Source: an optimization exercise on an open RTL-to-GDS flow (aim: small area, a short achievable clock period and few clock cycles per item). Production flows keep margins and buffers that such runs may drop. The RTL was checked by simulation tests, not by an equivalence proof against the original design.

<file path="flow/design.v">
`timescale 1ns / 1ps
module hash (
    input  logic         clk,
    input  logic         rst_n,
    input  logic         rx_valid,
    input  logic [7:0]   rx_data,
    output logic         hash_done,
    output logic [255:0] fin_hash
);
  localparam logic [31:0] IV0 = 32'h6a09e667, IV1 = 32'hbb67ae85,
                          IV2 = 32'h3c6ef372, IV3 = 32'ha54ff53a,
                          IV4 = 32'h510e527f, IV5 = 32'h9b05688c,
                          IV6 = 32'h1f83d9ab, IV7 = 32'h5be0cd19;
  logic       recv;       
  logic       gen;        
  logic [5:0] cnt;        
  logic [5:0] w;          
  logic       wf;         
  logic       done;
  logic       fresh;      
  logic in_byte, in_term, wr, term, put, newword, shift, start, last;
  assign in_byte = rx_valid && (rx_data != 8'h0d);
  assign in_term = rx_valid && (rx_data == 8'h0d);
  assign wr      = in_byte && !gen;           
  assign term    = in_term && recv;           
  assign start   = in_byte && !recv && !gen;  
  assign put     = wr || term;                
  assign newword = (cnt[1:0] == 2'd0);
  assign last    = (w == 6'd63);
  assign shift   = (put && newword) || (gen && !last);
  always_ff @(posedge clk or negedge rst_n)
    if (!rst_n) begin
      recv <= 1'b0;
      gen  <= 1'b0;
      cnt  <= '0;
      w    <= '0;
      wf   <= 1'b0;
      done <= 1'b0;
      fresh <= 1'b1;
    end else begin
      fresh <= 1'b0;
      done <= wf && last;
      wf   <= 1'b0;
      if (gen) begin
        if (!last) begin
          w  <= w + 6'd1;
          wf <= 1'b1;
        end else begin
          gen <= 1'b0;
          cnt <= '0;
        end
      end else if (term) begin
        recv <= 1'b0;
        gen  <= 1'b1;
        w    <= cnt[5:2];
        wf   <= 1'b1;
      end else if (wr) begin
        recv <= 1'b1;
        cnt  <= cnt + 6'd1;
        w    <= cnt[5:2];
        wf   <= (cnt[1:0] == 2'd3);
      end
    end
  logic [31:0] W [0:15];
  logic [31:0] sched, genword;
  logic [31:0] w1s, w1c, w2s, w2c;
  logic [7:0]  pbyte;
  assign {w1c, w1s} = csa(W[9], W[0], ssig0(W[1]));
  assign {w2c, w2s} = csa(w1s, w1c, ssig1(W[14]));
  assign sched   = w2s + w2c;
  assign genword = (w[5:4] != 2'b00 || w[3:0] == 4'd15) ? sched :
                   (w[3:0] == 4'd14) ? {23'd0, cnt, 3'd0} : 32'd0;
  assign pbyte   = term ? 8'h80 : rx_data;
  always_ff @(posedge clk) begin
    if (shift)
      for (int i = 0; i < 15; i++) W[i] <= W[i+1];
    if (gen) begin
      if (!last) W[15] <= genword;
    end else if (put) begin
      for (int j = 0; j < 4; j++) begin
        if (cnt[1:0] == 2'(j))
          W[15][31-8*j -: 8] <= pbyte;
        else if (newword)
          W[15][31-8*j -: 8] <= 8'd0;
      end
    end
  end
  logic [31:0] k;
  always_ff @(posedge clk) k <= ROM(gen ? w + 6'd1 : cnt[5:2]);
  logic [31:0] a, b, c, d, e, f, g, h;
  logic [31:0] s1, chv, s0, mj, an, en;
  logic [31:0] p1s, p1c, p2s, p2c, b1s, b1c, a2s, a2c, a3s, a3c;
  logic [31:0] e1s, e1c, e2s, e2c, e3s, e3c;
  assign s1  = bsig1(e);
  assign chv = ch(e, f, g);
  assign s0  = bsig0(a);
  assign mj  = maj(a, b, c);
  assign {p1c, p1s} = csa(h, k, W[15]);
  assign {p2c, p2s} = csa(p1s, p1c, mj);
  assign {b1c, b1s} = csa(s1, chv, s0);
  assign {a2c, a2s} = csa(p2s, p2c, b1s);
  assign {a3c, a3s} = csa(a2s, a2c, b1c);
  assign an = a3s + a3c;
  assign {e1c, e1s} = csa(p1s, p1c, d);
  assign {e2c, e2s} = csa(e1s, e1c, s1);
  assign {e3c, e3s} = csa(e2s, e2c, chv);
  assign en = e3s + e3c;
  always_ff @(posedge clk) begin
    if (done || fresh) begin
      a <= IV0; b <= IV1; c <= IV2; d <= IV3;
      e <= IV4; f <= IV5; g <= IV6; h <= IV7;
    end else if (wf) begin
      a <= an; b <= a; c <= b; d <= c;
      e <= en; f <= e; g <= f; h <= g;
    end
  end
  assign hash_done = done;
  assign fin_hash  = {a, b + IV1, c + IV2, d + IV3,
                      e + (IV4 - IV0), f + IV5, g + IV6, h + IV7};
  function automatic logic [63:0] csa(input logic [31:0] x, y, z);
    csa = {((x & y) | (x & z) | (y & z)) << 1, x ^ y ^ z};
  endfunction
  function automatic logic [31:0] rotr(input logic [31:0] x, input int n);
    rotr = (x >> n) | (x << (32 - n));
  endfunction
  function automatic logic [31:0] bsig0(input logic [31:0] x);
    bsig0 = rotr(x, 2) ^ rotr(x, 13) ^ rotr(x, 22);
  endfunction
  function automatic logic [31:0] bsig1(input logic [31:0] x);
    bsig1 = rotr(x, 6) ^ rotr(x, 11) ^ rotr(x, 25);
  endfunction
  function automatic logic [31:0] ssig0(input logic [31:0] x);
    ssig0 = rotr(x, 7) ^ rotr(x, 18) ^ (x >> 3);
  endfunction
  function automatic logic [31:0] ssig1(input logic [31:0] x);
    ssig1 = rotr(x, 17) ^ rotr(x, 19) ^ (x >> 10);
  endfunction
  function automatic logic [31:0] ch(input logic [31:0] x, y, z);
    ch = (x & y) ^ (~x & z);
  endfunction
  function automatic logic [31:0] maj(input logic [31:0] x, y, z);
    maj = (x & y) ^ (x & z) ^ (y & z);
  endfunction
  function automatic logic [31:0] ROM(input logic [5:0] idx);
    case (idx)
      6'd0: ROM = 32'h428a2f98;
      6'd1: ROM = 32'h71374491;
      6'd2: ROM = 32'hb5c0fbcf;
      6'd3: ROM = 32'he9b5dba5;
      6'd4: ROM = 32'h3956c25b;
      6'd5: ROM = 32'h59f111f1;
      6'd6: ROM = 32'h923f82a4;
      6'd7: ROM = 32'hab1c5ed5;
      6'd8: ROM = 32'hd807aa98;
      6'd9: ROM = 32'h12835b01;
      6'd10: ROM = 32'h243185be;
      6'd11: ROM = 32'h550c7dc3;
      6'd12: ROM = 32'h72be5d74;
      6'd13: ROM = 32'h80deb1fe;
      6'd14: ROM = 32'h9bdc06a7;
      6'd15: ROM = 32'hc19bf174;
      6'd16: ROM = 32'he49b69c1;
      6'd17: ROM = 32'hefbe4786;
      6'd18: ROM = 32'h0fc19dc6;
      6'd19: ROM = 32'h240ca1cc;
      6'd20: ROM = 32'h2de92c6f;
      6'd21: ROM = 32'h4a7484aa;
      6'd22: ROM = 32'h5cb0a9dc;
      6'd23: ROM = 32'h76f988da;
      6'd24: ROM = 32'h983e5152;
      6'd25: ROM = 32'ha831c66d;
      6'd26: ROM = 32'hb00327c8;
      6'd27: ROM = 32'hbf597fc7;
      6'd28: ROM = 32'hc6e00bf3;
      6'd29: ROM = 32'hd5a79147;
      6'd30: ROM = 32'h06ca6351;
      6'd31: ROM = 32'h14292967;
      6'd32: ROM = 32'h27b70a85;
      6'd33: ROM = 32'h2e1b2138;
      6'd34: ROM = 32'h4d2c6dfc;
      6'd35: ROM = 32'h53380d13;
      6'd36: ROM = 32'h650a7354;
      6'd37: ROM = 32'h766a0abb;
      6'd38: ROM = 32'h81c2c92e;
      6'd39: ROM = 32'h92722c85;
      6'd40: ROM = 32'ha2bfe8a1;
      6'd41: ROM = 32'ha81a664b;
      6'd42: ROM = 32'hc24b8b70;
      6'd43: ROM = 32'hc76c51a3;
      6'd44: ROM = 32'hd192e819;
      6'd45: ROM = 32'hd6990624;
      6'd46: ROM = 32'hf40e3585;
      6'd47: ROM = 32'h106aa070;
      6'd48: ROM = 32'h19a4c116;
      6'd49: ROM = 32'h1e376c08;
      6'd50: ROM = 32'h2748774c;
      6'd51: ROM = 32'h34b0bcb5;
      6'd52: ROM = 32'h391c0cb3;
      6'd53: ROM = 32'h4ed8aa4a;
      6'd54: ROM = 32'h5b9cca4f;
      6'd55: ROM = 32'h682e6ff3;
      6'd56: ROM = 32'h748f82ee;
      6'd57: ROM = 32'h78a5636f;
      6'd58: ROM = 32'h84c87814;
      6'd59: ROM = 32'h8cc70208;
      6'd60: ROM = 32'h90befffa;
      6'd61: ROM = 32'ha4506ceb;
      6'd62: ROM = 32'hbef9a3f7;
      6'd63: ROM = 32'hc67178f2 + 32'h6a09e667;  
      default: ROM = 32'h0;
    endcase
  endfunction
endmodule
</file>
<file path="flow/flow/run.sh">
#!/bin/bash
# Standard ORFS layout, with setup repair aimed below the clock period and
# small port buffers.
set -euo pipefail
bash standard.sh SETUP_SLACK_MARGIN=6.5 'BUFFER_PORTS_ARGS=-buffer_cell sky130_fd_sc_hd__buf_1' finish > orfs_flow.log 2>&1
</file>
<file path="flow/standard.sh">
#!/bin/bash
# synth_recipe.tcl (not shown) runs the flow's synth.tcl, then flattens the netlist and writes it again
# the make line also repeats each setting of config.mk as NAME=value (left out here)
make -C /OpenROAD-flow-scripts/flow DESIGN_CONFIG=/design/flow/config.mk WORK_HOME=/design/flow/orfs CLKGATE_MAP_FILE= SYNTH_SCRIPT=/design/flow/synth_recipe.tcl "${@:-finish}"
</file>
<file path="flow/config.mk">
export PLATFORM = sky130hd
export DESIGN_NAME = hash
export DESIGN_NICKNAME = hash
export VERILOG_FILES = /design/flow/design.v
export SDC_FILE = /design/flow/constraint.sdc
export NUM_CORES = 4
export LEC_CHECK = 0
export CAP_MARGIN = 20
export CORE_MARGIN = 2
export CORE_UTILIZATION = 55
export CTS_BUF_LIST = sky130_fd_sc_hd__clkbuf_8
export SLEW_MARGIN = 20
</file>
<file path="flow/constraint.sdc">
create_clock -name core_clock -period 11.0 [get_ports {clk}]
set_input_delay 2.2000 -clock core_clock [delete_from_list [all_inputs] [get_ports {clk}]]
set_output_delay 2.2000 -clock core_clock [all_outputs]
set_load 0.01 [all_outputs]
</file>
==> impl_results.md, run 1 <==
* Outcome: complete, no violations
* Synth Instances at around 4400
* Post-synthesis register bit count at 817
* Slew margin rel. at 0.2406
* Final Max Slew Viols at 0
* Max Cap Viol at 0
* Commonest non-fill, non-tap cells in the layout: edfxtp_1, inv_1, xnor2_1, nor2_1, nand2_1
* DRC errors left at 0
* Starting Density at 0.5538
* Core ar. at 0.08648 mm²
* Root Driver: clkbuf_8
* Post-DRT Antenna Nets at 0
* YS warnings at 2
* Sequential share of the synthesized area at 0.4503
* Post-synth EDFFs at a little over 500
* Final Setup Violations at 0
* Final Critical Period at ~5.9 ns
* Dpl hpwl at around 120000 µm
* Cell breakdown of the critical path: ha_4 -> a211o_1 -> a41o_1 -> a211o_1 -> a311oi_4 -> or2_4 -> nor2_4 -> or4_4 -> xnor2_4 -> buf_2
* Worst Hold Class: reg -> reg
* Number of global-route vias before repair at ~35000
* TritonCTS buffer count at between 100 and 150
* First-pass DRT Iterations at 6
* Die footprint at about 0.089 mm²
* Port bufs at 267
* Die width at approximately 300 µm
* Layout cells sized above 1 at 0.2756
* Post-synth top area share at 0.3210
* Post-DR wirelength/cell at about 26 µm
* IO Pins at 268
* H-tree depth at 4
* Pin count of the biggest net entering global routing at 154
* Hold Violations, Final at 0
* CTS Sinks at just over 800
* Global-route wire length before repair at between 200000 and 250000 µm
* Worst Setup Start Kind: register
* Gpl congestion at approximately 0.98
* DRT iter0 DRCs at a little over 4000
* Clock transition at path regs at ~0.060 ns
* CP bufs+invs at 1
* Row cnt at about 110
* CP Max Fanout at 3
* GRT overflow at 0
* Die height at 299.1 µm
* Arr. time, crit path at around 3.7 ns
* Synth Flop Type: edfxtp_1
* Clock buffer depth at 3
* Vias at 36390
* Most common cell after layout, fill and taps aside: edfxtp_1
* Antenna violations before repair at 7
* Top cells by area, synth: edfxtp_1, dfxtp_1, fa_1
* Placed cells at around 5600
* Syn Std Cell Area at approximately 0.048 mm²
* Netlist cell types at 96
* Cell mode on critical path: a211o_1
* Clk_skew at 0.05132 ns
* Async set-reset flop share out of synthesis at 0.02081
* Cell family with most CP delay: compound AO/OA/AOI/OAI gates
* RSZ-0062 raised after global routing: yes
* Critical path required time at around 8.8 ns
* Syn Nets at 4811
* Worst skew pair latency at 0.84 ns
* Syn Area/Cell at ~11 µm²
* Total Routing Usage GR at 0.3562
* Slew @ Worst Pin at between 1 and 1.5 ns
* Crit. End Element: output port
* DR vias/cell at ~5.9
* Leading area contributor after synthesis: edfxtp_1
* Final core occ at 0.6939
* Syn-to-layout area delta at 25.29%
* Crit Path Category: reg -> out
* Final cell count without fillers at between 6000 and 7000
* Post-Route WL at approximately 160000 µm
* CP max stage delay at approximately 0.46 ns
* TNS Setup at 0 ns
* Final Cycle Share at 0.5360
* F_max at 169.6 MHz
* Final nets at approximately 5300
* TritonCTS clock tree: built
* Slowest-stage cell, CP: or4_4
## cells in the mapped netlist, drive strengths merged, types with 31 or more instances
library cell,instances
a21o,38
maj3,31
xnor2,376
a21oi,187
nand3,81
xor2,173
o21ai,215
clkbuf,235
edfxtp,512
a211oi,37
fa,280
nor3,81
ha,126
inv,389
dfxtp,288
mux2i,196
o211ai,64
nor2,318
nand2,302
## stage by stage
stage | cell area (µm²) | hold WS (ns) | setup slack (ns)
final | 60010 | 0.4082 | 5.104
after global routing | 60010 | 0.4183 | 5.027
after CTS | 57470 | 0.3957 | 5.079
after detailed placement | 49950 | 0.4045 | 5.449
after global placement | 49940 | 0.4005 | 5.468
after floorplan | 48220 | 0.4003 | 1.832
## kinds of logic after synthesis
| group | count (synthesis) | share of synthesized area |
|---|---|---|
| mux | 221 | 0.04684 |
| xor+xnor | 549 | 0.1004 |
| other cells | 1 | 0.00007830 |
| fa+ha+maj | 437 | 0.1564 |
| simple gates | 939 | 0.08731 |
| flops | 817 | 0.4503 |
| buf+inv | 655 | 0.05243 |
| compound gates | 775 | 0.1062 |
## path summary, 6_finish.rpt
path | from | endpoint | slack [ns] | cells after the start
min in group asynchronous | rst_n | w[0] | 1.34 | 1
min | W[13][15] | W[12][15] | 0.41 | 0
max | h[0] | fin_hash[24] | 5.10 | 10
max reg2reg | f[2] | a[20] | 5.61 | 28
max in group asynchronous | rst_n | wf | 9.29 | 1
min reg2reg | W[13][15] | W[12][15] | 0.41 | 0
## cell type report
cell class	instances	area, µm²
tap	1155	1445
clock buffer	153	2106
sequential	817	21770
timing repair buffer	644	4825
antenna	3	7.507
multi-input combinational	2922	27810
clock inverter	93	559.3
fill	6438	26470
inverter	390	1493
## state kept, by name (all words and copies together) (netlist names), 6 cells and up
signal  flops
f          32
w           6
c          32
e          32
W         512
cnt         6
d          32
g          32
h          32
a          32
b          32
k          32
## what timing repair did
item,4_1_cts,5_1_grt
cloned,1,1
hold buffers,0,0
pin swaps,213,212
hold endpoints to repair,0,0
gates resized for setup,828,357
setup endpoints to repair,496,470
setup buffers,215,120
## metal layers
metal | vias up | track usage | wire, µm
met4 | 2 | 0.1768 | 9364
met1 | 17980 | 0.4823 | 65190
met2 | 1826 | 0.5558 | 75130
met5 | - | 0 | 10
met3 | 435 | 0.06494 | 13150
li1 | 16140 | - | -
Testbench counts, summed over its fixed seeds: cycles 16,640, items 192.
==> run 2: changes to the inputs <==
==> flow/flow/run.sh (replaced) <==
#!/bin/bash
# Standard ORFS layout, with setup repair aimed below the clock period and
# small port buffers.
set -euo pipefail
bash standard.sh SETUP_SLACK_MARGIN=7.5 'BUFFER_PORTS_ARGS=-buffer_cell sky130_fd_sc_hd__buf_1' finish > orfs_flow.log 2>&1
--- a/flow/config.mk
+++ b/flow/config.mk
@@ -7,6 +7,8 @@
 export LEC_CHECK = 0
 export CAP_MARGIN = 20
 export CORE_MARGIN = 2
-export CORE_UTILIZATION = 55
-export CTS_BUF_LIST = sky130_fd_sc_hd__clkbuf_8
+export CORE_UTILIZATION = 65
+export CTS_BUF_LIST = sky130_fd_sc_hd__clkbuf_16
+export CTS_CLUSTER_DIAMETER = 100
+export CTS_CLUSTER_SIZE = 30
 export SLEW_MARGIN = 20
==> impl_results.md, run 2 <==
* Syn Nets at between 4000 and 5000
* H-tree depth at 2
* Leading area contributor after synthesis: edfxtp_1
* Die height at 275.5 µm
* Total Routing Usage GR at 0.8030
* Die width at about 280 µm
* Post-synthesis register bit count at slightly above 800
* Top-count cell post-synth: edfxtp_1
* Gpl congestion at 1.044
* Post-synth top cells: edfxtp_1, inv_1, xnor2_1
* IO Pins at about 270
* Sequential share of the synthesized area at 0.4503
* TritonCTS buffer count at 37
* Outcome: stopped before the end
* Stop err: [ERROR GRT-0232] Routing congestion too high. Check the congestion heatmap in the GUI.
* DP Area at roughly 0.05 mm²
* Dpl hpwl at 111000 µm
* Synth Flop Type: edfxtp_1
* Port bufs at approximately 270
* Root Driver: clkbuf_16
* Pin count of the biggest net entering global routing at just under 80
* Syn Area/Cell at between 10 and 15 µm²
* Fail Step: global routing (5_1_grt)
* Synth Instances at between 4000 and 5000
* Top cells by area, synth: edfxtp_1, dfxtp_1, fa_1
* Antenna violations before repair at 28
* Async set-reset flop share out of synthesis at 0.02081
* Worst EP kind: output port
* Row cnt at 99
* Post-synth EDFFs at 512
* GR repair worst EP: fin_hash[30]
* Netlist cell types at 96
* Post-synth top area share at 0.3210
* CTS Sinks at 817
* YS warnings at 2
* Starting Density at 0.6565
* Clock buffer depth at 3
* GRT overflow at 195
* Syn Std Cell Area at about 0.048 mm²
==> run 2: cell families after synthesis <==
group	Yosys count	synth area share
compound gates	775	0.1062
fa+ha+maj	437	0.1564
mux	221	0.04684
flops	817	0.4503
xor+xnor	549	0.1004
simple gates	939	0.08731
buf+inv	655	0.05243
other cells	1	0.00007830
==> run 2: per-layer routing <==
metal,GRT overflow,GRT usage
met4,87,0.7912
met1,3,0.8022
met3,2,0.6993
met2,103,0.9300
met5,0,0.4035
==> run 2: per-stage QoR <==
step	util	setup slack, ns	hold WS, ns	std cells
2_1_floorplan	-	1.832	0.4003	4394
3_3_place_gp	0.6885	5.529	0.4001	5387
3_5_place_dp	0.6885	5.487	0.4045	5387
4_1_cts	0.8161	5.326	0.4199	5806
==> run 2: what timing repair did <==
item,CTS
cloned,48
hold buffers,0
buffers inserted,303
endpoints found under the hold margin,0
pin swaps,305
endpoints found under the setup margin,935
resized for setup,1161
==> run 2: worst max-delay path by stage <==
stage / from / endpoint / slack [ns] / depth (start not counted)
2_1_floorplan: w[1] / W[0][0] / 1.83 / 4
3_3_place_gp: rx_data[5] / W[3][7] / 5.53 / 8
3_5_place_dp: rx_data[5] / W[5][18] / 5.49 / 8
4_1_cts: h[1] / fin_hash[30] / 5.33 / 11
==> run 3: changes to the inputs <==
--- a/flow/design.v
+++ b/flow/design.v
@@ -27,6 +27,9 @@
   assign put     = wr || term;                
   assign newword = (cnt[1:0] == 2'd0);
   assign last    = (w == 6'd63);
+  logic r63, r62;                             
+  assign r63     = wf && last;
+  assign r62     = wf && (w == 6'd62);
   assign shift   = (put && newword) || (gen && !last);
   always_ff @(posedge clk or negedge rst_n)
     if (!rst_n) begin
@@ -110,13 +113,18 @@
       a <= IV0; b <= IV1; c <= IV2; d <= IV3;
       e <= IV4; f <= IV5; g <= IV6; h <= IV7;
     end else if (wf) begin
-      a <= an; b <= a; c <= b; d <= c;
-      e <= en; f <= e; g <= f; h <= g;
+      a <= an;
+      b <= a + (r63 ? IV1 : 32'd0);
+      c <= b + (r63 ? IV2 : 32'd0);
+      d <= c + (r63 ? IV3 : r62 ? IV4 - IV0 : 32'd0);
+      e <= en;
+      f <= e + (r63 ? IV5 : 32'd0);
+      g <= f + (r63 ? IV6 : 32'd0);
+      h <= g + (r63 ? IV7 : 32'd0);
     end
   end
   assign hash_done = done;
-  assign fin_hash  = {a, b + IV1, c + IV2, d + IV3,
-                      e + (IV4 - IV0), f + IV5, g + IV6, h + IV7};
+  assign fin_hash  = {a, b, c, d, e, f, g, h};
   function automatic logic [63:0] csa(input logic [31:0] x, y, z);
     csa = {((x & y) | (x & z) | (y & z)) << 1, x ^ y ^ z};
   endfunction
==> flow/flow/run.sh (replaced) <==
#!/bin/bash
# Standard ORFS layout, with setup repair aimed below the clock period and
# small port buffers.
set -euo pipefail
bash standard.sh SETUP_SLACK_MARGIN=6.5 'BUFFER_PORTS_ARGS=-buffer_cell sky130_fd_sc_hd__buf_1' finish > orfs_flow.log 2>&1
--- a/flow/config.mk
+++ b/flow/config.mk
@@ -7,7 +7,7 @@
 export LEC_CHECK = 0
 export CAP_MARGIN = 20
 export CORE_MARGIN = 2
-export CORE_UTILIZATION = 65
+export CORE_UTILIZATION = 55
 export CTS_BUF_LIST = sky130_fd_sc_hd__clkbuf_16
 export CTS_CLUSTER_DIAMETER = 100
 export CTS_CLUSTER_SIZE = 30
==> impl_results.md, run 3 <==
* Top-count cell post-synth: edfxtp_1
* Vias at roughly 36000
* Final Cycle Share at 0.4655
* Core ar. at 0.08837 mm²
* Global-route wire length before repair at around 230000 µm
* Final nets at ~5300
* Pin count of the biggest net entering global routing at between 150 and 200
* Worst Setup Start Kind: register
* Post-DR wirelength/cell at 26.85 µm
* Setup slack, reg-to-reg at ~5.9 ns
* Max Cap Viol at 0
* RSZ-0062 raised after global routing: yes
* H-tree depth at 2
* Final Max Slew Viols at 0
* Die height at 302.4 µm
* Top cells by area, synth: edfxtp_1, dfxtp_1, fa_1
* TNS Setup at 0 ns
* Syn Nets at 5067
* CP Max Fanout at 3
* Leading area contributor after synthesis: edfxtp_1
* Port bufs at roughly 270
* Fin worst setup slack at slightly below 6 ns
* Post-synth EDFFs at approximately 500
* Commonest non-fill, non-tap cells in the layout: edfxtp_1, inv_1, nor2_1, nand2_1, xnor2_1
* DR vias/cell at 5.985
* Sequential share of the synthesized area at 0.4404
* Post-synth top cells: edfxtp_1, inv_1, nor2_1
* Post-synthesis register bit count at approximately 820
* Final core occ at 0.6293
* Syn Std Cell Area at roughly 0.05 mm²
* YS warnings at 2
* Post-Route WL at ~160000 µm
* GRT overflow at 0
* Largest register FFs at 512
* Antenna violations before repair at 7
* Layout cells sized above 1 at 0.1281
* Synth Flop Type: edfxtp_1
* Clk_skew at a little over 0.04 ns
* Slew margin rel. at 0.2143
* Die width at roughly 300 µm
* Gpl congestion at slightly above 1
* CTS Sinks at around 820
* Root Driver: clkbuf_16
* Placed cells at 5803
* Syn Area/Cell at 10.77 µm²
* CP max stage delay at between 0.6 and 0.7 ns
* Hold Violations, Final at 0
* Cell breakdown of the critical path: fa_2 -> buf_6 -> fa_2 -> fa_2 -> inv_2 -> fa_2 -> inv_2 -> ha_4 -> inv_2 -> fa_2 -> nor2b_4 -> o21ai_2 -> a21boi_2 -> a2bb2oi_2 -> a311o_2 -> a211oi_4 -> buf_6 -> o21bai_4 -> a21oi_2 -> or4_1 -> o311ai_2
* Clock buffer depth at 3
* Synth Instances at between 4000 and 5000
* DRC errors left at 0
* TritonCTS buffer count at between 40 and 50
* DP Worst Slack at between 5 and 6 ns
* IO Pins at 268
* Number of global-route vias before repair at 34130
* Dpl hpwl at between 100000 and 150000 µm
* Row cnt at 109
* Post-synth top area share at 0.3140
* Worst skew pair latency at 0.65 ns
* Slew @ Worst Pin at between 1 and 1.5 ns
* Layout fillers at 7190
* DRT iter0 DRCs at 3302
* Slowest-stage cell, CP: fa_2
* Outcome: complete, no violations
* Most common cell after layout, fill and taps aside: edfxtp_1
* Worst Hold Class: reg -> reg
* Seq. cell area at around 0.022 mm²
* Starting Density at 0.5541
* Critical path required time at 11.55 ns
* F_max at about 200 MHz
* Cell mode on critical path: fa_2
* Arr. time, crit path at ~5.7 ns
* Netlist cell types at 95
* Die footprint at just over 0.09 mm²
* CP bufs+invs at 5
* Crit. End Element: register
* Final Setup Violations at 0
* Total Routing Usage GR at 0.3475
* Cell family with most CP delay: adder cells
* Clock transition at path regs at ~0.11 ns
* Multi-input logic area at roughly 0.027 mm²
* Post-DRT Antenna Nets at 0
* Biggest register: W
* Crit Path Category: reg -> reg
* # hold bufs at CTS at 0
* Syn-to-layout area delta at 13.56%
* First-pass DRT Iterations at 5
* TritonCTS clock tree: built
* Final Critical Period at between 5 and 6 ns
* Final cell count without fillers at 6011
* Async set-reset flop share out of synthesis at 0.02081
## run 3: changes by cell type after synthesis, moves of 46 or more
cell | previous run | this run
o21ai_0 | 205 | 330
ha_1 | 126 | 227
mux2i_1 | 196 | 88
xnor2_1 | 376 | 330
a21oi_1 | 186 | 248
clkbuf_1 | 233 | 174
## run 3: layout make-up
cell class,count,share of cell area
antenna,5,0.0002250
clock buffer,43,0.01935
clock inverter,33,0.005580
inverter,349,0.02380
multi-input combinational,3166,0.4897
sequential,817,0.3897
tap,1165,0.02621
timing repair buffer,433,0.04549
## run 3: what timing repair did
item / CTS / global route
setup endpoints to repair: 144 / 445
pin swaps: 79 / 124
setup buffers: 53 / 68
resized for setup: 191 / 190
gates cloned: 1 / 4
## run 3: per-stage QoR
stage	area [µm²]	hold slack (ns)
floorplan	49690	0.4003
global placement	51560	0.4004
detailed placement	51560	0.4045
CTS	54130	0.4244
global route	55610	0.4322
finish	55610	0.4187
## run 3: final timing paths
| path | start | end | cells after the start |
|---|---|---|---|
| worst max-delay path | W[15][1] | a[24] | 21 |
| worst min-delay path | W[6][6] | W[5][6] | 0 |
| worst max register to register | W[15][1] | a[24] | 21 |
| worst min register to register | W[6][6] | W[5][6] | 0 |
| max in group asynchronous | rst_n | w[3] | 2 |
| min in group asynchronous | rst_n | recv | 1 |
## run 3: cells by family (layout without fill, tap and decap cells)
kind of cell / after synthesis / count (layout) / share of synthesized area
muxes: 96 / 96 / 0.02029
buffers and inverters: 563 / 858 / 0.04374
xor gates and xnor gates: 520 / 520 / 0.09300
other: 1 / 6 / 0.00007658
DFF: 817 / 817 / 0.4404
AOI/OAI and AO/OA: 1010 / 1010 / 0.1306
and+or+nand+nor: 996 / 997 / 0.09139
adders and majority gates: 542 / 542 / 0.1804
## run 3: layer usage
layer / track usage / vias to the layer above / share of wire / routed length [µm]
met2: 0.5602 / 1412 / 0.46 / 74840
met5: 0 / - / 0.00019 / 31
met1: 0.4616 / 17840 / 0.40 / 64850
met3: 0.05257 / 361 / 0.069 / 11210
li1: - / 16360 / - / -
met4: 0.1703 / 6 / 0.065 / 10470
Testbench counts of run 3, summed over its fixed seeds: cycles 16,640, items 192.
==> run 4: changes to the inputs <==
--- a/flow/config.mk
+++ b/flow/config.mk
@@ -9,6 +9,7 @@
 export CORE_MARGIN = 2
 export CORE_UTILIZATION = 55
 export CTS_BUF_LIST = sky130_fd_sc_hd__clkbuf_16
-export CTS_CLUSTER_DIAMETER = 100
-export CTS_CLUSTER_SIZE = 30
+export CTS_CLUSTER_DIAMETER = 80
+export CTS_CLUSTER_SIZE = 20
 export SLEW_MARGIN = 20
+export TNS_END_PERCENT = 5
==> impl_results.md, run 4 <==
* Outcome: complete, no violations
* TritonCTS clock tree: built
* Worst Hold Slack at 0.4094 ns
* Global-route wire length before repair at about 240000 µm
* Root Driver: clkbuf_16
* Slew margin rel. at 0.1954
* Cell breakdown of the critical path: fa_2 -> buf_6 -> fa_2 -> fa_2 -> inv_2 -> fa_2 -> inv_2 -> ha_4 -> inv_2 -> fa_2 -> nor2b_4 -> o21ai_2 -> a21boi_2 -> a2bb2oi_2 -> a311o_2 -> a211oi_4 -> o21bai_1 -> a21oi_2 -> or4_1 -> o311ai_1
* Crit. End Element: register
* H-tree depth at 2
* Most common cell after layout, fill and taps aside: edfxtp_1
* Clock transition at path regs at around 0.09 ns
* CP max stage delay at ~0.62 ns
* DRT iter0 DRCs at between 3000 and 4000
* Final Setup Violations at 0
* Dpl hpwl at about 120000 µm
* Synth Flop Type: edfxtp_1
* Die height at a little over 300 µm
* TritonCTS buffer count at 53
* GRT overflow at 0
* Slowest-stage cell, CP: fa_2
* Final nets at roughly 5300
* Syn Std Cell Area at between 0.04 and 0.05 mm²
* Worst Hold Class: reg -> reg
* Antenna violations before repair at 1
* Biggest register: W
* Post-route cell area at around 0.055 mm²
* CP Max Fanout at 3
* Syn Area/Cell at between 10 and 15 µm²
* Sequential share of the synthesized area at 0.4404
* # hold bufs at CTS at 0
* Hold Violations, Final at 0
* TNS Setup at 0 ns
* First-pass DRT Iterations at 6
* Commonest non-fill, non-tap cells in the layout: edfxtp_1, inv_1, nor2_1, nand2_1, o21ai_0
* Row cnt at roughly 110
* Critical path required time at between 10 and 15 ns
* Post-synthesis register bit count at between 800 and 900
* Final Cycle Share at 0.4680
* Top-count cell post-synth: edfxtp_1
* Top cells by area, synth: edfxtp_1, dfxtp_1, fa_1
* RSZ-0062 raised after global routing: yes
* Layout cells sized above 1 at 0.1052
* Die width at 302.4 µm
* Largest register FFs at roughly 510
* Worst skew pair latency at just under 0.7 ns
* Post-synth top area share at 0.3140
* Number of global-route vias before repair at between 30000 and 40000
* Syn Nets at 5067
* Port bufs at roughly 270
* F_max at just under 200 MHz
* Post-DRT Antenna Nets at 0
* DR vias/cell at roughly 6.0
* Max Cap Viol at 0
* Netlist cell types at 95
* Starting Density at 0.5541
* IO Pins at about 270
* Slew @ Worst Pin at 1.196 ns
* DP Area at slightly above 0.05 mm²
* Synth Instances at roughly 4500
* Post-synth EDFFs at 512
* DRC errors left at 0
* Leading area contributor after synthesis: edfxtp_1
* Final Max Slew Viols at 0
* Die footprint at just over 0.09 mm²
* Async set-reset flop share out of synthesis at 0.02081
* Clock buffer depth at 3
* Arr. time, crit path at around 5.7 ns
* Worst Setup Start Kind: register
* Post-synth top cells: edfxtp_1, inv_1, nor2_1
* Crit Path Category: reg -> reg
* Post-Route WL at roughly 160000 µm
* CTS Sinks at between 800 and 900
* Total Routing Usage GR at 0.3549
* Vias at 35980
* YS warnings at 2
* Gpl congestion at 1.006
* Pin count of the biggest net entering global routing at about 150
* Post-DR wirelength/cell at 27.30 µm
* Cell mode on critical path: fa_2
* Clk_skew at slightly below 0.06 ns
* Core ar. at 0.08837 mm²
* Syn-to-layout area delta at 12.06%
* Final Critical Period at 5.148 ns
## run 4: per-stage QoR
stage	setup slack, ns	util	cells
detailed placement	5.153	0.5782	5810
global placement	5.182	0.5780	5808
CTS	5.914	0.6126	5953
global route	5.741	0.6209	5985
finish	5.852	0.6209	5986
floorplan	5.579	-	4545
## run 4: final cells by class
| type | count | area [µm²] |
|---|---|---|
| inverter | 349 | 1329 |
| multi-input combinational | 3165 | 26640 |
| clock inverter | 45 | 327.8 |
| timing repair inverter | 1 | 8.758 |
| clock buffer | 54 | 1351 |
| antenna | 1 | 2.502 |
| sequential | 817 | 21710 |
| tap | 1165 | 1458 |
| fill | 7238 | 33500 |
| timing repair buffer | 389 | 2047 |
## run 4: path summary, 6_finish.rpt
| path | endpoint | depth (start not counted) | slack [ns] | startpoint |
|---|---|---|---|---|
| max | a[24] | 20 | 5.85 | W[15][1] |
| min | W[11][12] | 0 | 0.41 | W[12][12] |
| max reg2reg | a[24] | 20 | 5.85 | W[15][1] |
| min reg2reg | W[11][12] | 0 | 0.41 | W[12][12] |
| max in group asynchronous | wf | 1 | 9.11 | rst_n |
| min in group asynchronous | w[4] | 1 | 1.50 | rst_n |
## run 4: cells by family after synthesis
kind of cell / count (synthesis) / share of synthesized area
buffers and inverters: 563 / 0.04374
adders and majority gates: 542 / 0.1804
AOI/OAI and AO/OA: 1010 / 0.1306
muxes: 96 / 0.02029
DFF: 817 / 0.4404
other: 1 / 0.00007658
xor gates and xnor gates: 520 / 0.09300
and+or+nand+nor: 996 / 0.09139
## run 4: critical path, delay by kind of cell (launching register included)
family,cells,cell delay [ns]
AOI/OAI and AO/OA,8,1.20
buffers and inverters,4,0.27
adders and majority gates,6,2.43
DFF,1,0.45
and+or+nand+nor,2,0.64
## run 4: per-layer routing
layer | vias up | global-route usage | share of wire
met5 | - | 0 | 0
met2 | 1525 | 0.5931 | 0.48
met3 | 344 | 0.06292 | 0.075
li1 | 16330 | - | -
met1 | 17780 | 0.4485 | 0.39
met4 | 0 | 0.1696 | 0.059
## run 4: what timing repair did
| action | in CTS | in global routing |
|---|---|---|
| setup buffers | 42 | 32 |
| setup endpoints to repair | 370 | 450 |
| gates cloned | 2 | 0 |
| pin swaps | 64 | 58 |
| gates resized for setup | 249 | 111 |
==> run 5: changes to the inputs <==
--- a/flow/config.mk
+++ b/flow/config.mk
@@ -8,8 +8,5 @@
 export CAP_MARGIN = 20
 export CORE_MARGIN = 2
 export CORE_UTILIZATION = 55
-export CTS_BUF_LIST = sky130_fd_sc_hd__clkbuf_16
-export CTS_CLUSTER_DIAMETER = 80
-export CTS_CLUSTER_SIZE = 20
+export CTS_BUF_LIST = sky130_fd_sc_hd__clkbuf_8
 export SLEW_MARGIN = 20
-export TNS_END_PERCENT = 5
==> impl_results.md, run 5 <==
* Antenna violations before repair at 5
* Max Cap Viol at 0
* Row cnt at between 100 and 150
* Clock transition at path regs at roughly 0.070 ns
* Slowest-stage cell, CP: fa_2
* Core ar. at 0.08837 mm²
* Largest register FFs at just over 500
* Clock buffer depth at 3
* Async set-reset flop share out of synthesis at 0.02081
* TNS Setup at 0 ns
* RSZ-0062 raised after global routing: yes
* Die width at slightly above 300 µm
* Netlist cell types at 95
* YS warnings at 2
* Top cells by area, synth: edfxtp_1, dfxtp_1, fa_1
* CP max stage delay at 0.56 ns
* Sequential share of the synthesized area at 0.4404
* GRT overflow at 0
* Slew @ Worst Pin at around 1.2 ns
* F_max at around 200 MHz
* Arr. time, crit path at slightly below 6 ns
* Cell breakdown of the critical path: fa_1 -> fa_2 -> inv_2 -> fa_2 -> inv_2 -> fa_2 -> ha_4 -> inv_2 -> fa_2 -> nand2b_4 -> a21oi_4 -> or3_4 -> a41o_4 -> a211oi_4 -> nor3b_2 -> o41ai_2 -> buf_4 -> xor2_1 -> o21ai_1
* Outcome: complete, no violations
* Worst skew pair latency at between 0.8 and 0.9 ns
* Post-DRT Antenna Nets at 0
* Syn Nets at around 5000
* Synth Instances at 4545
* Dpl hpwl at between 100000 and 150000 µm
* Final Max Slew Viols at 0
* Layout cells sized above 1 at 0.1534
* CP Max Fanout at 3
* Port bufs at roughly 270
* Die footprint at about 0.091 mm²
* First-pass DRT Iterations at 6
* Number of global-route vias before repair at 35320
* Post-Route WL at ~160000 µm
* Pin count of the biggest net entering global routing at roughly 150
* DR vias/cell at about 5.9
* Vias at approximately 37000
* Leading area contributor after synthesis: edfxtp_1
* Clk_skew at 0.05233 ns
* Cell mode on critical path: fa_2
* Commonest non-fill, non-tap cells in the layout: edfxtp_1, inv_1, nor2_1, nand2_1, xnor2_1
* Die height at 302.4 µm
* # hold bufs at CTS at 0
* IO Pins at 268
* Worst Setup Start Kind: register
* Syn Std Cell Area at between 0.04 and 0.05 mm²
* Worst Hold Class: reg -> reg
* Critical path required time at ~12 ns
* Most common cell after layout, fill and taps aside: edfxtp_1
* Post-synth top cells: edfxtp_1, inv_1, nor2_1
* CP bufs+invs at 4
* Biggest register: W
* Cell family with most CP delay: adder cells
* Syn-to-layout area delta at 16.72%
* Crit. End Element: register
* Post-synth EDFFs at roughly 510
* Top-count cell post-synth: edfxtp_1
* Post-DR wirelength/cell at 26.47 µm
* CTS Sinks at between 800 and 900
* Root Driver: clkbuf_8
* TritonCTS buffer count at between 100 and 150
* Setup slack, reg-to-reg at between 5 and 6 ns
* DRC errors left at 0
* DRT iter0 DRCs at approximately 3400
* Synth Flop Type: edfxtp_1
* Post-synth top area share at 0.3140
* Final Critical Period at 5.122 ns
* TritonCTS clock tree: built
* Final nets at ~5400
* Hold Violations, Final at 0
* Total Routing Usage GR at 0.3550
* Slew margin rel. at 0.2160
* Crit Path Category: reg -> reg
* Global-route wire length before repair at around 240000 µm
* Gpl congestion at about 1.0
* Post-synthesis register bit count at between 800 and 900
* Syn Area/Cell at 10.77 µm²
* Final Cycle Share at 0.4656
* H-tree depth at 4
* Starting Density at 0.5541
* Final Setup Violations at 0
==> run 5: cell types whose count changed in the layout (fill, tap and decap cells not counted), moves of 15 or more <==
cell and change:
a21oi_1 -25, a21oi_2 +23, buf_4 +18, buf_6 +16, clkbuf_16 -51, clkbuf_8 +157, ha_1 -26, ha_4 +15
inv_1 +23, o21ai_0 -36, o21ai_1 +29, xnor2_1 -23, xnor2_2 +21
==> run 5: per-layer routing <==
layer | wire length, µm | share of wire | up-vias | GRT usage
met2 | 76930 | 0.47 | 1531 | 0.5664
met4 | 9521 | 0.058 | 2 | 0.1936
met1 | 64920 | 0.40 | 18120 | 0.4563
met5 | 8 | 0.000049 | - | 0
met3 | 12350 | 0.075 | 366 | 0.07240
li1 | - | - | 16620 | -
==> run 5: logic make-up (layout without fill, tap and decap cells) <==
group	count (synthesis)	count (layout)	synth area share
AO/OA/AOI/OAI	1010	1010	0.1306
XOR/XNOR	520	520	0.09300
adder cells (fa/ha/maj)	542	542	0.1804
buffers and inverters	563	1032	0.04374
flip-flops	817	817	0.4404
multiplexers	96	96	0.02029
other	1	7	0.00007658
AND/OR/NAND/NOR	996	996	0.09139
==> run 5: layout make-up <==
cell class                      instances  area, µm²
Clock buffer                          157       2161
Inverter                              349       1320
Timing Repair Buffer                  427       2462
Tap cell                             1165       1458
Clock inverter                         99      635.6
Fill cell                            6977      31220
Sequential cell                       817      21710
Antenna cell                            6      15.01
Multi-Input combinational cell       3165      27390
==> run 5: worst paths after layout <==
kind	from	to	depth (start not counted)
worst max register to register	W[15][0]	e[21]	19
worst min register to register	W[11][10]	W[10][10]	0
min in group asynchronous	rst_n	wf	1
max in group asynchronous	rst_n	wf	1
worst min-delay path	W[11][10]	W[10][10]	0
worst max-delay path	W[15][0]	e[21]	19
==> run 5: what timing repair did <==
| item | 4_1_cts | 5_1_grt |
|---|---|---|
| cloned | 1 | 3 |
| gates resized for setup | 279 | 156 |
| pin swaps | 110 | 124 |
| buffers inserted | 53 | 63 |
| endpoints found under the setup margin | 142 | 78 |
==> run 5: per-stage QoR <==
step / setup slack [ns] / hold WS (ns) / utilization / cell area, µm² / std cells
after floorplan: 5.579 / 0.4003 / - / 49690 / 4545
after global placement: 5.439 / 0.4004 / 0.5834 / 51560 / 5803
after detailed placement: 5.424 / 0.4045 / 0.5834 / 51560 / 5803
after CTS: 5.942 / 0.4039 / 0.6325 / 55900 / 6113
after global routing: 5.745 / 0.4183 / 0.6467 / 57160 / 6184
final: 5.878 / 0.4067 / 0.6468 / 57160 / 6185
==> run 6: changes to the inputs <==
==> flow/flow/run.sh (replaced) <==
#!/bin/bash
# Standard ORFS layout, with setup repair aimed below the clock period and
# small port buffers.
set -euo pipefail
bash standard.sh SETUP_SLACK_MARGIN=5.5 'BUFFER_PORTS_ARGS=-buffer_cell sky130_fd_sc_hd__buf_1' finish > orfs_flow.log 2>&1
--- a/flow/config.mk
+++ b/flow/config.mk
@@ -8,5 +8,7 @@
 export CAP_MARGIN = 20
 export CORE_MARGIN = 2
 export CORE_UTILIZATION = 55
-export CTS_BUF_LIST = sky130_fd_sc_hd__clkbuf_8
+export CTS_BUF_LIST = sky130_fd_sc_hd__clkbuf_16
+export CTS_CLUSTER_DIAMETER = 80
+export CTS_CLUSTER_SIZE = 20
 export SLEW_MARGIN = 20
==> impl_results.md, run 6 <==
* Outcome: complete, no violations
* Sequential share of the synthesized area at 0.4404
* Top cells by area, synth: edfxtp_1, dfxtp_1, fa_1
* Crit. End Element: register
* Synth Area in Adders at 0.1804
* Crit Path Category: reg -> reg
* Global-route wire length before repair at between 200000 and 250000 µm
* Reg2reg start: e[20]
* Largest register FFs at between 500 and 600
* Final nets at approximately 5200
* GRT overflow at 0
* Die footprint at approximately 0.091 mm²
* DRC errors left at 0
* Hold Violations, Final at 0
* Pin count of the biggest net entering global routing at 189
* Post-DRT Antenna Nets at 0
* Synth Instances at ~4500
* RSZ-0062 raised after global routing: yes
* Dpl hpwl at between 100000 and 150000 µm
* Reg-to-Reg End: a[31]
* Number of global-route vias before repair at around 34000
* H-tree depth at 2
* Fin worst setup slack at 5.636 ns
* Synth Area in Compound Gates at 0.1306
* Multi-input logic area at around 0.026 mm²
* Post-synth top cells: edfxtp_1, inv_1, nor2_1
* Biggest register: W
* Largest family of logic cells by synthesized area: adder cells
* Syn-to-layout area delta at 8.611%
* Mux contribution to synthesized area at 0.02029
* Core ar. at slightly below 0.09 mm²
* Post-synth EDFFs at ~510
* DR vias/cell at 5.979
* Syn Area/Cell at between 10 and 15 µm²
* YS warnings at 2
* Leading area contributor after synthesis: edfxtp_1
* Synth Flop Type: edfxtp_1
* Clock buffer depth at 3
* Most common cell after layout, fill and taps aside: edfxtp_1
* Final Max Slew Viols at 0
* Worst Hold Class: reg -> reg
* DP Worst Slack at approximately 5.1 ns
* Final Cycle Share at 0.4877
* Die height at around 300 µm
* Slew margin rel. at 0.2025
* Syn Nets at between 5000 and 6000
* Post-synthesis register bit count at a little over 800
* Synth Area in Simple Gates at 0.09139
* Port bufs at ~270
* Clk_skew at ~0.031 ns
* Die width at a little over 300 µm
* End of the critical path: a[31]
* TritonCTS buffer count at between 50 and 60
* Worst R2R Path Depth at 16
* CTS Sinks at ~820
* Worst min-delay path startpoint: W[11][1]
* DRT iter0 DRCs at 2937
* First-pass DRT Iterations at 9
* Layout fillers at about 7400
* Critical path required time at roughly 12 ns
* TritonCTS clock tree: built
* Final Setup Violations at 0
* Total Routing Usage GR at 0.3437
* Async set-reset flop share out of synthesis at 0.02081
* Vias at 35390
* Seq. cell area at about 0.022 mm²
* Max Cap Viol at 0
* Commonest non-fill, non-tap cells in the layout: edfxtp_1, inv_1, nor2_1, xnor2_1, o21ai_0
* Gpl congestion at between 1 and 1.5
* Worst Setup Start Kind: register
* CP Max Fanout at 9
* Clock transition at path regs at 0.09 ns
* # hold bufs at CTS at 0
* Post-Route WL at 157100 µm
* Worst skew pair latency at roughly 0.67 ns
* DP Area at approximately 0.051 mm²
* TNS Setup at 0 ns
* Post-route cell area at between 0.05 and 0.06 mm²
* IO Pins at about 270
* Syn Std Cell Area at slightly below 0.05 mm²
* F_max at between 150 and 200 MHz
* Starting Density at 0.5541
* Root Driver: clkbuf_16
* Arr. time, crit path at 5.93 ns
* Antenna violations before repair at 2
* Setup slack, reg-to-reg at about 5.6 ns
* Beginning of the critical path: e[20]
* Row cnt at 109
* Post-synth top area share at 0.3140
* Post-DR wirelength/cell at roughly 27 µm
* Final Critical Period at between 5 and 6 ns
* Layout cells sized above 1 at 0.05428
* Top-count cell post-synth: edfxtp_1
* Slew @ Worst Pin at approximately 1.2 ns
* Netlist cell types at 95
* Synth Area in XOR/XNOR at 0.09300
[run 6: cell types whose count changed in the layout (fill, tap and decap cells not counted), sizes merged]
cell	change
buf	-101
bufbuf	-1
bufinv	-3
clkbuf	-105
clkinv	-25
clkinvlp	-4
diode	-4
inv	-22
[run 6: cell families (layout without fill, tap and decap cells)]
kind of cell,count (synthesis),after routing
AO/OA/AOI/OAI,1010,1010
XOR/XNOR,520,520
adder cells (fa/ha/maj),542,542
buffers and inverters,563,771
flip-flops,817,817
multiplexers,96,96
other,1,3
AND/OR/NAND/NOR,996,996
[run 6: how the worst min path moves through the flow]
stage	depth (start not counted)	slack (ns)	endpoint
3_3_place_gp	0	0.40	W[12][7]
2_1_floorplan	0	0.40	W[10][0]
4_1_cts	0	0.42	W[4][24]
3_5_place_dp	0	0.40	W[10][1]
5_1_grt	0	0.42	W[10][2]
6_report	0	0.41	W[10][1]
[run 6: stage by stage]
stage / cells / utilization / hold WS, ns
floorplan: 4545 / - / 0.4003
global placement: 5812 / 0.5780 / 0.4002
detailed placement: 5812 / 0.5780 / 0.4045
CTS: 5914 / 0.5993 / 0.4188
global route: 5918 / 0.6018 / 0.4243
finish: 5920 / 0.6018 / 0.4140
[run 6: final cells by class]
type / instances / area share
inverters: 349 / 0.02472
clock inverters: 45 / 0.007410
diodes: 2 / 0.00009410
well taps: 1165 / 0.02741
multi-input cells: 3165 / 0.4809
flip-flops and latches: 817 / 0.4064
repair buffers: 321 / 0.02670
clock buffers: 56 / 0.02635
[run 6: layer usage]
metal  track usage  share of wire
met4        0.1629          0.056
met2        0.5664           0.48
met5             0              0
met3       0.05293          0.072
met1        0.4471           0.40
[run 6: worst max-delay path, stage by stage (launching register included)]
cell,delay (ns)
dfxtp_1,0.71
xor2_1,0.17
xnor2_1,0.46
fa_1,0.53
fa_1,0.55
inv_1,0.05
fa_1,0.44
ha_1,0.42
a21o_1,0.19
a21oi_1,0.14
o211ai_1,0.18
a21oi_2,0.31
o41ai_2,0.12
and4_1,0.24
a2111oi_4,0.40
nand3b_1,0.12
a32o_1,0.23
[run 6: repair_timing]
| item | 4_1_cts | 5_1_grt |
|---|---|---|
| buffers inserted | 1 | 4 |
| endpoints found under the setup margin | 14 | 22 |
| pin swaps | 1 | 8 |
| resized for setup | 23 | 55 |
==> run 7: changes to the inputs <==
==> flow/flow/run.sh (replaced) <==
#!/bin/bash
# Standard ORFS layout, with setup repair aimed below the clock period and
# small port buffers.
set -euo pipefail
bash standard.sh SETUP_SLACK_MARGIN=7.0 'BUFFER_PORTS_ARGS=-buffer_cell sky130_fd_sc_hd__buf_1' finish > orfs_flow.log 2>&1
--- a/flow/config.mk
+++ b/flow/config.mk
@@ -12,3 +12,4 @@
 export CTS_CLUSTER_DIAMETER = 80
 export CTS_CLUSTER_SIZE = 20
 export SLEW_MARGIN = 20
+export TNS_END_PERCENT = 5
==> impl_results.md, run 7 <==
* Outcome: complete, no violations
* Syn-to-layout area delta at 13.55%
* Port bufs at approximately 270
* Biggest register: W
* Arr. time, crit path at approximately 5.7 ns
* Max Cap Viol at 0
* Antenna violations before repair at 3
* Clock buffer depth at 3
* Post-synth EDFFs at between 500 and 600
* Post-synthesis register bit count at approximately 820
* Row cnt at 109
* Syn Std Cell Area at between 0.04 and 0.05 mm²
* Final nets at 5339
* Synth Area in Compound Gates at 0.1306
* Syn Area/Cell at 10.77 µm²
* Final Critical Period at approximately 5.1 ns
* Layout cells sized above 1 at 0.1212
* Die footprint at 0.09144 mm²
* Dpl hpwl at 123700 µm
* YS warnings at 2
* Layout fillers at 7142
* CP max stage delay at 0.61 ns
* Starting Density at 0.5541
* Final Setup Violations at 0
* # hold bufs at CTS at 0
* Reg2reg start: W[15][1]
* Pin count of the biggest net entering global routing at approximately 150
* Root Driver: clkbuf_16
* Core ar. at between 0.08 and 0.09 mm²
* DR vias/cell at between 6 and 7
* Top-count cell post-synth: edfxtp_1
* Hold Violations, Final at 0
* Sequential share of the synthesized area at 0.4404
* Slowest-stage cell, CP: fa_2
* Worst R2R Path Depth at 20
* Mux contribution to synthesized area at 0.02029
* Synth Area in Simple Gates at 0.09139
* Post-route cell area at between 0.05 and 0.06 mm²
* Global-route wire length before repair at approximately 240000 µm
* GRT overflow at 0
* Most common cell after layout, fill and taps aside: edfxtp_1
* IO Pins at roughly 270
* RSZ-0062 raised after global routing: yes
* Hold endpoint: W[7][5]
* Post-Route WL at 166700 µm
* Cell mode on critical path: fa_2
* Final Max Slew Viols at 0
* Largest register FFs at between 500 and 600
* Slew margin rel. at 0.2488
* Netlist cell types at 95
* Crit Path Category: reg -> reg
* TritonCTS buffer count at 53
* Final Cycle Share at 0.4658
* Worst min-delay path startpoint: W[8][5]
* Crit. End Element: register
* Syn Nets at 5067
* Synth Flop Type: edfxtp_1
* Worst Setup Start Kind: register
* Commonest non-fill, non-tap cells in the layout: edfxtp_1, inv_1, nor2_1, nand2_1, o21ai_0
* Top cells by area, synth: edfxtp_1, dfxtp_1, fa_1
* First-pass DRT Iterations at 5
* CP Max Fanout at 3
* Die width at approximately 300 µm
* Clock transition at path regs at 0.11 ns
* Worst skew pair latency at 0.69 ns
* Post-synth top area share at 0.3140
* DRT iter0 DRCs at ~3400
* Synth Area in XOR/XNOR at 0.09300
* Cell breakdown of the critical path: fa_2 -> buf_6 -> fa_2 -> fa_2 -> inv_2 -> fa_2 -> inv_2 -> ha_4 -> inv_2 -> fa_2 -> nor2b_4 -> o21ai_2 -> a21boi_2 -> a2bb2oi_2 -> a311o_2 -> a211oi_4 -> o21bai_1 -> a21oi_2 -> or4_1 -> o311ai_1
* Setup slack, reg-to-reg at 5.88 ns
* Clk_skew at around 0.059 ns
* TNS Setup at 0 ns
* Synth Area in Adders at 0.1804
* Leading area contributor after synthesis: edfxtp_1
* Worst Hold Class: reg -> reg
* Async set-reset flop share out of synthesis at 0.02081
* Gpl congestion at 1.006
* Slew @ Worst Pin at between 1 and 1.5 ns
* DP Area at 0.05110 mm²
* Largest family of logic cells by synthesized area: adder cells
* Hold-critical path depth at 0
* F_max at approximately 200 MHz
* Post-DR wirelength/cell at about 28 µm
* H-tree depth at 2
* Total Routing Usage GR at 0.3582
* Cell family with most CP delay: adder cells
* CTS Sinks at 817
* Number of global-route vias before repair at 34760
* TritonCTS clock tree: built
* Post-synth top cells: edfxtp_1, inv_1, nor2_1
* CP bufs+invs at 4
* DRC errors left at 0
* Post-DRT Antenna Nets at 0
* Vias at 36310
* Synth Instances at approximately 4500
* Die height at 302.4 µm
* Reg-to-Reg End: a[24]
* Critical path required time at 11.54 ns
run 7: changes by cell type in the layout (fill, tap and decap cells not counted), sizes merged:
cell,change
diode,-1
bufinv,-2
bufbuf,+2
nand2,+3
buf,+100
clkbuf,+1
clkinv,+4
run 7: stage by stage:
step / util / hold WS (ns) / instances / worst slack [ns]
final: 0.6292 / 0.4014 / 6027 / 5.877
after global routing: 0.6292 / 0.4207 / 6026 / 5.747
after CTS: 0.6166 / 0.4114 / 5976 / 5.914
after detailed placement: 0.5782 / 0.4045 / 5810 / 5.153
after global placement: 0.5780 / 0.4002 / 5808 / 5.182
after floorplan: - / 0.4003 / 4545 / 5.579
run 7: cells by family after synthesis:
group                      count (synthesis)
AOI/OAI and AO/OA                       1010
xor gates and xnor gates                 520
adders and majority gates                542
buffers and inverters                    563
DFF                                      817
muxes                                     96
other                                      1
and+or+nand+nor                          996
run 7: worst max path at each step:
stage	start	end	slack, ns	depth (start not counted)
after CTS	W[15][1]	e[28]	5.91	17
after floorplan	rx_data[4]	W[0][0]	5.58	5
after global routing	W[15][1]	a[24]	5.75	20
after global placement	a[23]	a[30]	5.18	21
after detailed placement	rx_data[5]	W[2][3]	5.15	8
final	W[15][1]	a[24]	5.88	20
run 7: layout make-up:
| class | instances | area (µm²) | share of cell area |
|---|---|---|---|
| Antenna cell | 1 | 2.502 | 0.00004500 |
| Clock buffer | 54 | 1351 | 0.02430 |
| Clock inverter | 45 | 327.8 | 0.005895 |
| Inverter | 349 | 1329 | 0.02390 |
| Multi-Input combinational cell | 3168 | 26970 | 0.4850 |
| Sequential cell | 817 | 21710 | 0.3904 |
| Tap cell | 1165 | 1458 | 0.02621 |
| Timing Repair Buffer | 426 | 2445 | 0.04397 |
| Timing Repair inverter | 2 | 17.52 | 0.0003150 |
run 7: routing by layer:
metal	GRT usage	part of all wire	vias to the layer above
li1	-	-	16410
met1	0.4494	0.38	17900
met2	0.6000	0.48	1631
met3	0.06737	0.079	359
met4	0.1697	0.059	0
met5	0	0	-
run 7: timing repair:
item	in CTS	in global routing
gates resized for setup	279	148
pin swaps	78	80
cloned	4	5
setup buffers	63	45
endpoints found under the setup margin	621	552
run 7: worst register-to-register path, stage by stage (launching register included):
cell       delay (ns)
edfxtp_1         0.45
fa_2             0.61
buf_6            0.12
fa_2             0.44
fa_2             0.54
inv_2            0.04
fa_2             0.33
inv_2            0.07
ha_4             0.15
inv_2            0.04
fa_2             0.35
nor2b_4          0.14
o21ai_2          0.08
a21boi_2         0.16
a2bb2oi_2        0.19
a311o_2          0.29
a211oi_4         0.10
o21bai_1         0.19
a21oi_2          0.08
or4_1            0.50
o311ai_1         0.10
==> run 8: changes to the inputs <==
==> flow/flow/run.sh (replaced) <==
#!/bin/bash
# Standard ORFS layout, with setup repair aimed below the clock period and
# small port buffers.
set -euo pipefail
bash standard.sh SETUP_SLACK_MARGIN=6.0 'BUFFER_PORTS_ARGS=-buffer_cell sky130_fd_sc_hd__buf_1' finish > orfs_flow.log 2>&1
--- a/flow/config.mk
+++ b/flow/config.mk
@@ -12,4 +12,3 @@
 export CTS_CLUSTER_DIAMETER = 80
 export CTS_CLUSTER_SIZE = 20
 export SLEW_MARGIN = 20
-export TNS_END_PERCENT = 5
==> impl_results.md, run 8 <==
* Top-count cell post-synth: edfxtp_1
* Number of global-route vias before repair at roughly 34000
* Final nets at about 5300
* Post-Route WL at about 160000 µm
* Pin count of the biggest net entering global routing at about 190
* Final core occ at 0.6173
* CP bufs+invs at 2
* GRT overflow at 0
* Cell breakdown of the critical path: mux2i_2 -> fa_1 -> fa_1 -> inv_1 -> fa_1 -> ha_2 -> o21a_1 -> o21ai_1 -> nand3b_1 -> o211ai_1 -> a21oi_2 -> buf_6 -> o41ai_4 -> and4_1 -> a2111oi_4 -> nand4b_1 -> a32o_1
* Largest register FFs at about 510
* DR vias/cell at about 6.0
* Layout cells sized above 1 at 0.09538
* Core ar. at 0.08837 mm²
* Leading area contributor after synthesis: edfxtp_1
* Synth Area in XOR/XNOR at 0.09300
* Worst skew pair latency at roughly 0.68 ns
* F_max at ~200 MHz
* Die width at 302.4 µm
* Seq. cell area at approximately 0.022 mm²
* Die footprint at just over 0.09 mm²
* Slew @ Worst Pin at between 1 and 1.5 ns
* Worst Setup Start Kind: register
* Placed cells at 5804
* Final Cycle Share at 0.4681
* Final cell count without fillers at between 5000 and 6000
* Biggest register: W
* Synth Flop Type: edfxtp_1
* Vias at ~36000
* Most common cell after layout, fill and taps aside: edfxtp_1
* Root Driver: clkbuf_16
* # hold bufs at CTS at 0
* RSZ-0062 raised after global routing: yes
* Sequential share of the synthesized area at 0.4404
* Row cnt at 109
* Syn Nets at about 5000
* Hold Violations, Final at 0
* Worst Hold Class: reg -> reg
* DRT iter0 DRCs at between 3000 and 4000
* DRC errors left at 0
* Starting Density at 0.5541
* IO Pins at approximately 270
* TritonCTS buffer count at between 50 and 60
* TritonCTS clock tree: built
* Synth Area in Adders at 0.1804
* Layout fillers at ~7300
* Total Routing Usage GR at 0.3417
* Async set-reset flop share out of synthesis at 0.02081
* Synth Area in Compound Gates at 0.1306
* Final Setup Violations at 0
* Post-DR wirelength/cell at 26.45 µm
* CP max stage delay at 0.55 ns
* Gpl congestion at roughly 1.0
* Arr. time, crit path at approximately 5.7 ns
* Synth Area in Simple Gates at 0.09139
* Syn Area/Cell at 10.77 µm²
* Multi-input logic area at around 0.026 mm²
* CP Max Fanout at 7
* Crit. End Element: register
* Syn-to-layout area delta at 11.40%
* Dpl hpwl at about 120000 µm
* Syn Std Cell Area at 0.04897 mm²
* Post-synth top cells: edfxtp_1, inv_1, nor2_1
* Critical path required time at 11.56 ns
* Slowest-stage cell, CP: fa_1
* Cell mode on critical path: fa_1
* Clk_skew at ~0.043 ns
* Post-synth top area share at 0.3140
* Post-DRT Antenna Nets at 0
* Post-synthesis register bit count at ~820
* Final Max Slew Viols at 0
* Crit Path Category: reg -> reg
* H-tree depth at 2
* Mux contribution to synthesized area at 0.02029
* Antenna violations before repair at 3
* Post-synth EDFFs at between 500 and 600
* Global-route wire length before repair at between 200000 and 250000 µm
* Cell family with most CP delay: adder cells
* Largest family of logic cells by synthesized area: adder cells
* Top cells by area, synth: edfxtp_1, dfxtp_1, fa_1
* Max Cap Viol at 0
* YS warnings at 2
* Synth Instances at about 4500
* CTS Sinks at ~820
* Clock buffer depth at 3
* Slew margin rel. at 0.2527
* Netlist cell types at 95
* Final Critical Period at 5.149 ns
* First-pass DRT Iterations at 6
* TNS Setup at 0 ns
* N_diodes at 0
* Outcome: complete, no violations
* Die height at 302.4 µm
* Port bufs at roughly 270
* Commonest non-fill, non-tap cells in the layout: edfxtp_1, inv_1, nor2_1, nand2_1, xnor2_1
* Clock transition at path regs at about 0.09 ns
## run 8: cell families (layout without fill, tap and decap cells)
group | after synthesis | after routing
AOI/OAI and AO/OA | 1010 | 1010
xor gates and xnor gates | 520 | 520
adders and majority gates | 542 | 542
buffers and inverters | 563 | 820
DFF | 817 | 817
muxes | 96 | 96
other | 1 | 1
and+or+nand+nor | 996 | 996
## run 8: path summary, 6_finish.rpt
path / start / cells after the start / end / slack [ns]
min in group asynchronous: rst_n / 1 / cnt[1] / 1.69
worst min register to register: W[13][14] / 0 / W[12][14] / 0.42
worst max-delay path: e[7] / 17 / a[31] / 5.85
worst max register to register: e[7] / 17 / a[31] / 5.85
max in group asynchronous: rst_n / 1 / wf / 8.56
worst min-delay path: W[13][14] / 0 / W[12][14] / 0.42
## run 8: per-stage QoR
stage | setup slack [ns] | cell area, µm² | hold slack [ns]
global placement | 5.258 | 51060 | 0.4004
finish | 5.851 | 54550 | 0.4181
floorplan | 5.579 | 49040 | 0.4003
CTS | 5.858 | 53790 | 0.4187
global route | 5.713 | 54550 | 0.4231
detailed placement | 5.189 | 51060 | 0.4045
## run 8: routing by layer
layer  vias up  global-route usage  wire (µm)
met5         -                   0          0
met4         0              0.1833      10330
met3       351             0.05566      11920
met2      1473              0.5487      73260
met1     17410              0.4466      62310
li1      16290                   -          -
## run 8: timing repair
item,4_1_cts,5_1_grt
endpoints found under the setup margin,35,62
resized for setup,199,121
pin swaps,44,51
setup buffers,29,32
## run 8: area by class of cell
| class | count | share of cell area |
|---|---|---|
| multi-input combinational | 3165 | 0.4853 |
| sequential | 817 | 0.3984 |
| timing repair buffer | 369 | 0.03362 |
| tap | 1165 | 0.02672 |
| clock buffer | 55 | 0.02523 |
| inverter | 349 | 0.02420 |
| clock inverter | 47 | 0.006582 |

port drivers added, routing unchanged:
How much do the figures lean on ideal ports? The routed layouts below were timed once more, with nothing changed but the port constraints. Step 1, drivers: a clkbuf_16 drives clk and a buf_2 each remaining input, both assumed. Step 2 adds t to the input delays and takes it off the output delays; t is the mean of the earliest and latest rising clock arrival at the registers after step 1. Input paths then give back, and output paths get back, about the clock's delay inside the block. Three values: ideal ports, drivers, drivers and shift; two values: the first two.
run	t (ns)	slack for setup (ns)	worst slew at a driven data input, ns	cell pins on the clock port's net
run 1	0.885	5.104 / 5.031 / 5.607	0.03	1
run 3	0.709	5.880 / 5.880 / 5.880	0.09	1
run 4	0.740	5.852 / 5.852 / 5.381	0.03	1
run 5	0.901	5.878 / 5.878 / 5.790	0.10	1
run 6	0.732	5.636 / 5.636 / 5.142	0.03	1
run 7	0.736	5.877 / 5.877 / 5.846	0.03	1
run 8	0.734	5.851 / 5.851 / 5.732	0.04	1
After both steps setup and hold are still met in every run listed. For run 6, which loses most, drivers alone change the setup slack by 0.000 ns; drivers and shift together by -0.494 ns.
